What follows belongs to an exercise in optimizing a design on an open flow for small area and few clock cycles per item; a production flow would make more cautious choices.
In this exercise RTL edits were held to simulation tests only and were not proved equivalent to the original.

## mul_op
module mul_op #(parameter INPUTS = 2,
		parameter OUTPUTS = 1,
		parameter DATA_IN_SIZE = 32,
		parameter DATA_OUT_SIZE = 32)
		(
		input clk,
		input rst,
		input [INPUTS * (DATA_IN_SIZE)- 1 : 0]data_in_bus,
		input [INPUTS - 1 : 0]valid_in_bus,
		output [INPUTS - 1 : 0] ready_in_bus,
		output [OUTPUTS * (DATA_OUT_SIZE) - 1 : 0]data_out_bus,
		output [OUTPUTS - 1 : 0]valid_out_bus,
		input 	[OUTPUTS - 1 : 0] ready_out_bus
);
For scale: roughly 1100 cells after synthesis, about 33 flip-flops, ~100 I/O pins, about 0.011 mm2 of cells after synthesis.
==> flow/config.mk <==
export PLATFORM = sky130hd
export DESIGN_NAME = mul_op
export DESIGN_NICKNAME = mul_op
export VERILOG_FILES = /design/flow/design.v
export SDC_FILE = /design/flow/constraint.sdc
export NUM_CORES = 4
export LEC_CHECK = 0
export ABC_AREA = 1
export CAP_MARGIN = 10
export CORE_MARGIN = 2
export CORE_UTILIZATION = 60
export GPL_TIMING_DRIVEN = 0
export PLACE_DENSITY = 0.75
export SLEW_MARGIN = 10
export SYNTH_HIERARCHICAL = 1
==> flow/constraint.sdc <==
create_clock -name core_clock -period 8.0 [get_ports {clk}]
set_input_delay 1.6000 -clock core_clock [delete_from_list [all_inputs] [get_ports {clk}]]
set_output_delay 1.6000 -clock core_clock [all_outputs]
set_load 0.01 [all_outputs]
standard.sh (not shown) runs the stock make flow with config.mk's settings and CLKGATE_MAP_FILE= SYNTH_SCRIPT=/design/flow/synth_recipe.tcl, a recipe that flattens the netlist after the stock synthesis.
==> flow/flow/run.sh <==
#!/bin/bash
# The standard layout (standard.sh) with three changes to how it is made:
#  - ABC's area script for the synthesis's technology mapping is flow/abc_area.script
#    (run from a copy of ORFS's scripts folder that differs only in that file);
#  - the port buffers are made from the smallest buffer cell, buf_1;
#  - clock tree synthesis uses clkbuf_8 for its root and tree buffers and adds no dummy loads.
# The synthesis is otherwise the standard one (synth_recipe.tcl), so the registers
# and their names are the standard synthesis's.
set -euo pipefail
cd "$(dirname "$0")/.."
W=$PWD
rm -rf "$W/scripts_abc"
cp -r "$FLOW_HOME/scripts" "$W/scripts_abc"
cp "$W/flow/abc_area.script" "$W/scripts_abc/abc_area.script"
diff -r "$FLOW_HOME/scripts" "$W/scripts_abc" > scripts_diff.log 2>&1 || true
bash standard.sh "SCRIPTS_DIR=$W/scripts_abc" 'BUFFER_PORTS_ARGS=-buffer_cell sky130_fd_sc_hd__buf_1' \
  'CTS_ARGS=-sink_clustering_enable -repair_clock_nets -root_buf sky130_fd_sc_hd__clkbuf_8 -buf_list sky130_fd_sc_hd__clkbuf_8 -dont_use_dummy_load' finish > standard_sh.log 2>&1 || { tail -50 standard_sh.log; exit 1; }
tail -5 standard_sh.log
ls -l out/final.def
==> flow/flow/abc_area.script <==
strash
dch
map -a
topo
Testbench counts at the start, summed over its fixed seeds: cycles 12,008, items 12,000.
Edit:
==> flow/run.sh (new file) <==
#!/bin/bash
# synth_recipe.tcl (not shown) runs the flow's synth.tcl, then flattens the netlist and writes it again
# the make line also repeats each setting of config.mk as NAME=value (left out here)
make -C /OpenROAD-flow-scripts/flow DESIGN_CONFIG=/design/flow/config.mk WORK_HOME=/design/flow/orfs CLKGATE_MAP_FILE= SYNTH_SCRIPT=/design/flow/synth_recipe.tcl finish
Settings changed: CAP_MARGIN 10 to 20, CORE_UTILIZATION 60 to 40, GPL_TIMING_DRIVEN 0 to unset, PLACE_DENSITY 0.75 to unset, SLEW_MARGIN 10 to 20.
removed: flow/flow/run.sh
removed: flow/flow/abc_area.script
removed: flow/standard.sh
The new run passed the timing, design-rule and antenna checks.
Via count rises by 10%.
Setup slack improved by 130 ps.
Routed wire length rises by 17%.
Edit:
==> flow/flow/run.sh (new file) <==
#!/bin/bash
# The standard layout (standard.sh) with three changes to how it is made:
#  - ABC's area script for the synthesis's technology mapping is flow/abc_area.script
#    (run from a copy of ORFS's scripts folder that differs only in that file);
#  - the port buffers are made from the smallest buffer cell, buf_1;
#  - clock tree synthesis uses clkbuf_8 for its root and tree buffers and adds no dummy loads; its sink clusters may hold up to 50 registers.
# The synthesis is otherwise the standard one (synth_recipe.tcl), so the registers
# and their names are the standard synthesis's.
set -euo pipefail
cd "$(dirname "$0")/.."
W=$PWD
rm -rf "$W/scripts_abc"
cp -r "$FLOW_HOME/scripts" "$W/scripts_abc"
cp "$W/flow/abc_area.script" "$W/scripts_abc/abc_area.script"
diff -r "$FLOW_HOME/scripts" "$W/scripts_abc" > scripts_diff.log 2>&1 || true
bash standard.sh "SCRIPTS_DIR=$W/scripts_abc" 'BUFFER_PORTS_ARGS=-buffer_cell sky130_fd_sc_hd__buf_1' \
  'CTS_ARGS=-sink_clustering_enable -repair_clock_nets -root_buf sky130_fd_sc_hd__clkbuf_8 -buf_list sky130_fd_sc_hd__clkbuf_8 -dont_use_dummy_load -sink_clustering_size 50 -sink_clustering_max_diameter 500' finish > standard_sh.log 2>&1 || { tail -50 standard_sh.log; exit 1; }
tail -5 standard_sh.log
ls -l out/final.def
==> flow/flow/abc_area.script (new file) <==
strash
dch
map -a
topo
==> flow/standard.sh (new file) <==
#!/bin/bash
# synth_recipe.tcl (not shown) runs the flow's synth.tcl, then flattens the netlist and writes it again
# the make line also repeats each setting of config.mk as NAME=value (left out here)
make -C /OpenROAD-flow-scripts/flow DESIGN_CONFIG=/design/flow/config.mk WORK_HOME=/design/flow/orfs CLKGATE_MAP_FILE= SYNTH_SCRIPT=/design/flow/synth_recipe.tcl "${@:-finish}"
Settings changed: CORE_UTILIZATION 40 to 60, CTS_BUF_LIST set to sky130_fd_sc_hd__clkbuf_8, GPL_TIMING_DRIVEN set to 0, PLACE_DENSITY set to 0.75.
removed: flow/run.sh
Global-route usage came out higher by 9.8 points.
First-iteration DRC count came out higher by 31%.
Synthesized area came out lower by 8.8%.
Via count came out lower by 9.5%.
Worst setup slack is worse by 110 ps.
Edit:
==> flow/flow/run.sh (replaced) <==
#!/bin/bash
# The standard layout (standard.sh) with two changes to how it is made:
#  - ABC's area script for the synthesis's technology mapping is flow/abc_area.script
#    (run from a copy of ORFS's scripts folder that differs only in that file);
#  - the port buffers are made from the smallest buffer cell, buf_1.
# The synthesis is otherwise the standard one (synth_recipe.tcl), so the registers
# and their names are the standard synthesis's.
set -euo pipefail
cd "$(dirname "$0")/.."
W=$PWD
rm -rf "$W/scripts_abc"
cp -r "$FLOW_HOME/scripts" "$W/scripts_abc"
cp "$W/flow/abc_area.script" "$W/scripts_abc/abc_area.script"
diff -r "$FLOW_HOME/scripts" "$W/scripts_abc" > scripts_diff.log 2>&1 || true
bash standard.sh "SCRIPTS_DIR=$W/scripts_abc" 'BUFFER_PORTS_ARGS=-buffer_cell sky130_fd_sc_hd__buf_1' finish > standard_sh.log 2>&1 || { tail -50 standard_sh.log; exit 1; }
tail -5 standard_sh.log
ls -l out/final.def
Settings changed: CORE_UTILIZATION 60 to 40, CTS_BUF_LIST sky130_fd_sc_hd__clkbuf_8 to unset, GPL_TIMING_DRIVEN 0 to unset, PLACE_DENSITY 0.75 to unset.
=> Utilization drops by 21 points. Global-route usage drops by 8.5 points. Final area climbs by a few percent. Worst setup slack improves by 130 ps. Synthesized cell count is unchanged.

==> static timing again, ports no longer ideal <==
How much do the figures lean on ideal ports? The routed layouts below were timed once more, with nothing changed but the port constraints. Step 1: set_driving_cell puts a clkbuf_16 on clk and a buf_2 on each other input, an assumption about the parent block. Step 2, shift: input delay + t, output delay - t, t = (earliest + latest rising clock arrival at the registers) / 2. This alone moves slack from input paths to output paths. a / b / c = no drivers / after step 1 / after step 2; a / b = the first two.
| run | t (ns) | setup slack, ns | worst register clock-pin slew, ns | worst slew at a driven data input, ns |
|---|---|---|---|---|
| the first run | 0.363 | 0.304 / 0.322 / -0.042 | 0.09 / 0.09 | 0.05 |
| the second run | 0.320 | 0.435 / 0.451 / 0.131 | 0.06 / 0.06 | 0.04 |
| the third run | 0.363 | 0.327 / 0.344 / -0.019 | 0.10 / 0.10 | 0.05 |
| the fourth run | 0.351 | 0.459 / 0.485 / 0.134 | 0.07 / 0.07 | 0.05 |
Met with ideal ports but missed after step 2: setup timing in the first run and the third run.
